From an optimization exercise on the open Yosys and OpenROAD flow, aimed at small area, a short achievable clock period and few clock cycles per item; shortcuts taken in it are not production practice.
Only simulation tests tie the RTL to the original design; equivalence was not proved.
Power and IR drop assume default switching activity.

Setup of before:
Design part4_mac, start of the top module:
module part4_mac(clk, reset, a, b, f, valid_in, valid_out);
    input clk, reset, valid_in;
    input signed [13:0] a, b;
    output logic signed [27:0] f;
    output logic valid_out;
  logic [13:0] a_r;
  logic [6:0] neg_r, one_r, two_r;
  logic pp0_1;
  logic pp0_2;
  logic pp0_3;
  logic pp0_4;
  logic pp0_5;
  logic pp0_6;
  logic pp0_7;
  logic pp0_8;
  logic pp0_9;
  logic pp0_10;
  logic pp0_11;
  logic pp0_12;
  logic pp0_13;
  logic pp0_14;
  logic pp0_15;
  logic pp1_16;
  logic pp1_17;
  logic pp1_18;
  logic pp1_19;
  logic pp1_20;
  logic pp1_21;
  logic pp1_22;
  logic pp1_23;
  logic pp1_24;
  logic pp1_25;
  logic pp1_26;
  logic pp1_27;
  logic pp1_28;
  logic pp1_29;
  logic pp1_30;
  logic pp2_31;
  logic pp2_32;
  logic pp2_33;
  logic pp2_34;
  logic pp2_35;
  logic pp2_36;
  logic pp2_37;
  logic pp2_38;
  logic pp2_39;
  logic pp2_40;
  logic pp2_41;
  logic pp2_42;
  logic pp2_43;
  logic pp2_44;
  logic pp2_45;
  logic pp3_46;
  logic pp3_47;
  logic pp3_48;
  logic pp3_49;
  logic pp3_50;
  logic pp3_51;
  logic pp3_52;
  logic pp3_53;
  logic pp3_54;
  logic pp3_55;
  logic pp3_56;
  logic pp3_57;
  logic pp3_58;
  logic pp3_59;
  ...
For scale: about 730 cells after synthesis, ~60 I/O pins.
Settings: LEC_CHECK=0, CAP_MARGIN=20, CORE_MARGIN=2, CORE_UTILIZATION=65, CTS_BUF_LIST=sky130_fd_sc_hd__clkbuf_4 sky130_fd_sc_hd__clkbuf_8, PLACE_DENSITY=0.75, SETUP_SLACK_MARGIN=2.9, SLEW_MARGIN=20, TNS_END_PERCENT=10; clock period 6.0 ns.
standard.sh (not shown) runs the stock make flow with config.mk's settings and CLKGATE_MAP_FILE= SYNTH_SCRIPT=/design/flow/synth_recipe.tcl, a recipe that flattens the netlist after the stock synthesis.
==> flow/flow/run.sh <==
#!/bin/bash
# The standard layout, with one extra step between synthesis and
# floorplan: flow/bubble.py removes the inverters that Yosys's full-adder
# extraction leaves around full adders (a full adder is self-dual, so it can
# work on complemented inputs and give complemented outputs instead).
# Registers and the logic function are unchanged.
set -uo pipefail
R=$PWD/orfs/results/sky130hd/part4_mac/base
bash standard.sh synth > synth.log 2>&1 || exit 1
cp "$R/1_2_yosys.v" 1_2_yosys_standard.v
python3 flow/bubble.py 1_2_yosys_standard.v "$R/1_2_yosys.v" > bubble.log 2>&1 || exit 1
touch "$R/1_2_yosys.v"
bash standard.sh finish > standard.log 2>&1
Other scripts of this flow, unchanged in this note and not shown: flow/flow/bubble.py
Testbench counts of before, summed over its fixed seeds: cycles 4,824, items 4,800.
Setup changes, before to after
Settings: SETUP_SLACK_MARGIN now 3.3, was 2.9.
[summary]
Relative to before, the combined buffer and inverter count along the critical path of after is higher by 1. met3 track demand over resource for after: 1.2 points up relative to before. Portion of total power attributed to the clock network delta for after relative to before: 1.8 points lower. Looking only at overall power after layout, and setting everything else aside, the higher value of before and after goes to after. after vs before on first-pass GRT wire length: after is the higher one. after vs. before: sum of negative setup slack shows no meaningful change; clock tree cell share of total cell area shows a reduction of 0.56 points; via count normalized by instance count shows a reduction of 0.65%; post-placement setup slack shows an increase of 72 ps.

---

Setup of run A:
Another version of the RTL of part4_mac (not shown whole).
Size: ~60 I/O pins.
==> flow/config.mk <==
export PLATFORM = sky130hd
export DESIGN_NAME = part4_mac
export DESIGN_NICKNAME = part4_mac
export VERILOG_FILES = /design/flow/design.v
export SDC_FILE = /design/flow/constraint.sdc
export NUM_CORES = 4
export LEC_CHECK = 0
export CAP_MARGIN = 20
export CORE_MARGIN = 2
export CORE_UTILIZATION = 65
export CTS_BUF_LIST = sky130_fd_sc_hd__clkbuf_4 sky130_fd_sc_hd__clkbuf_8
export GPL_ROUTABILITY_DRIVEN = 0
export PLACE_DENSITY = 0.75
export SETUP_SLACK_MARGIN = 3.1
export SLEW_MARGIN = 20
export TNS_END_PERCENT = 10
==> flow/constraint.sdc <==
create_clock -name core_clock -period 6.0 [get_ports {clk}]
set_input_delay 1.2000 -clock core_clock [delete_from_list [all_inputs] [get_ports {clk}]]
set_output_delay 1.2000 -clock core_clock [all_outputs]
set_load 0.01 [all_outputs]
==> flow/flow/run.sh <==
#!/bin/bash
# The standard layout, with two changes:
#  - one extra step between synthesis and floorplan: flow/bubble.py removes
#    the inverters that Yosys's full-adder extraction leaves around full
#    adders (a full adder is self-dual, so it can work on complemented inputs
#    and give complemented outputs instead). Registers and the logic
#    function are unchanged.
#  - the I/O ports are buffered with buf_2 cells instead of the default
#    delay-buffer cells.
set -uo pipefail
R=$PWD/orfs/results/sky130hd/part4_mac/base
P='BUFFER_PORTS_ARGS=-buffer_cell sky130_fd_sc_hd__buf_2'
bash standard.sh "$P" synth > synth.log 2>&1 || exit 1
cp "$R/1_2_yosys.v" 1_2_yosys_standard.v
python3 flow/bubble.py 1_2_yosys_standard.v "$R/1_2_yosys.v" > bubble.log 2>&1 || exit 1
touch "$R/1_2_yosys.v"
bash standard.sh "$P" finish > standard.log 2>&1
Other scripts of this flow, unchanged in this note and not shown: flow/flow/bubble.py
Testbench counts of run A, summed over its fixed seeds: cycles 4,824, items 4,800.
For run B, these inputs were changed with respect to run A:
- CORE_UTILIZATION changed from 65 to 60
Synthesis-to-finish area growth ended up 2.6 points higher on run B than on run A. [run B vs run A] buffers inserted during post-CTS setup optimization: lower in run B. Compared with run A, run B shows a lower worst hold slack. Met2 track demand over resource: run B vs run A down 4.2 points. Side by side, final period demand of the worst path turned out higher in run B than in run A. raw[27] as the capture point of the critical path was reported by run B, and keep by run A.
Edits applied to the flow inputs when going from run B to run C:
- CORE_UTILIZATION: 60 -> 65
- CAP_MARGIN: 20 -> 0
- SLEW_MARGIN: 20 -> 0
==> comparison <==
There was hardly any difference in mean routed wirelength per cell between run B and run C. Changes observed in run C relative to run B: critical path data required time grew by 0.05 ns, total power draw shrank by 0.41 mW, global-route wire length before repair shrank by about 1.4%.
The following lists how run D was set up differently from run C:
- changing CORE_UTILIZATION from 65 to 75
- changing SLEW_MARGIN from 0 to 20
- changing PLACE_DENSITY from 0.75 to 0.85
- removing GPL_ROUTABILITY_DRIVEN (formerly 0)
- changing CAP_MARGIN from 0 to 20
==> flow/flow/run.sh <==
#!/bin/bash
# The standard layout, with one extra step between synthesis and
# floorplan: flow/bubble.py removes the inverters that Yosys's full-adder
# extraction leaves around full adders (a full adder is self-dual, so it can
# work on complemented inputs and give complemented outputs instead).
# Registers and the logic function are unchanged.
set -uo pipefail
R=$PWD/orfs/results/sky130hd/part4_mac/base
bash standard.sh synth > synth.log 2>&1 || exit 1
cp "$R/1_2_yosys.v" 1_2_yosys_standard.v
python3 flow/bubble.py 1_2_yosys_standard.v "$R/1_2_yosys.v" > bubble.log 2>&1 || exit 1
touch "$R/1_2_yosys.v"
bash standard.sh finish > standard.log 2>&1
[summary]
Lower final cell count was reported by run D, not run C. Run D reached the final stage; the timing, design-rule and antenna checks on its layout passed. Going from run C to run D, detail-routed net length per standard cell went up by 7.0 um, routed wire length climbed 6300 um, highest clock rate decreased by about 8% relative to the old numbers, number of gates resized after CTS +4, count of vias placed by the detailed router higher. Taking run C as 1.0, run D lands at 0.933 on floorplan die width.

-- afterwards: timing with drivers on the ports --
No port has a modelled driver above. Below, the same layouts with a new extraction and two added sets of constraints.
Step 1 sets driving cells, clkbuf_16 on the clock port and buf_2 on the other inputs (assumed; they add their load-dependent delay and slew).
Step 2 adds t to the input delays and takes it off the output delays; t is the mean of the earliest and latest rising clock arrival at the registers after step 1. Input paths then give back, and output paths get back, about the clock's delay inside the block.
Three values: ideal ports, drivers, drivers and shift; two values: the first two.
run | t (ns) | slack for setup (ns) | worst hold slack (ns) | clock arrival spread, ns | worst register clock-pin slew, ns
before | 0.482 | 2.764 / 2.764 / 2.764 | 0.331 / 0.331 / 0.331 | 0.010 / 0.009 | 0.07 / 0.07
after | 0.488 | 2.762 / 2.762 / 2.762 | 0.359 / 0.359 / 0.359 | 0.011 / 0.012 | 0.08 / 0.08
run A | 0.479 | 2.806 / 2.806 / 2.806 | 0.376 / 0.376 / 0.376 | 0.015 / 0.015 | 0.08 / 0.08
run B | 0.492 | 2.763 / 2.763 / 2.763 | 0.347 / 0.347 / 0.347 | 0.011 / 0.011 | 0.08 / 0.08
run C | 0.479 | 2.806 / 2.806 / 2.806 | 0.376 / 0.376 / 0.376 | 0.015 / 0.015 | 0.08 / 0.08
run D | 0.506 | 2.535 / 2.535 / 2.535 | 0.345 / 0.345 / 0.345 | 0.011 / 0.011 | 0.08 / 0.08
After both steps setup and hold are still met in every run listed.
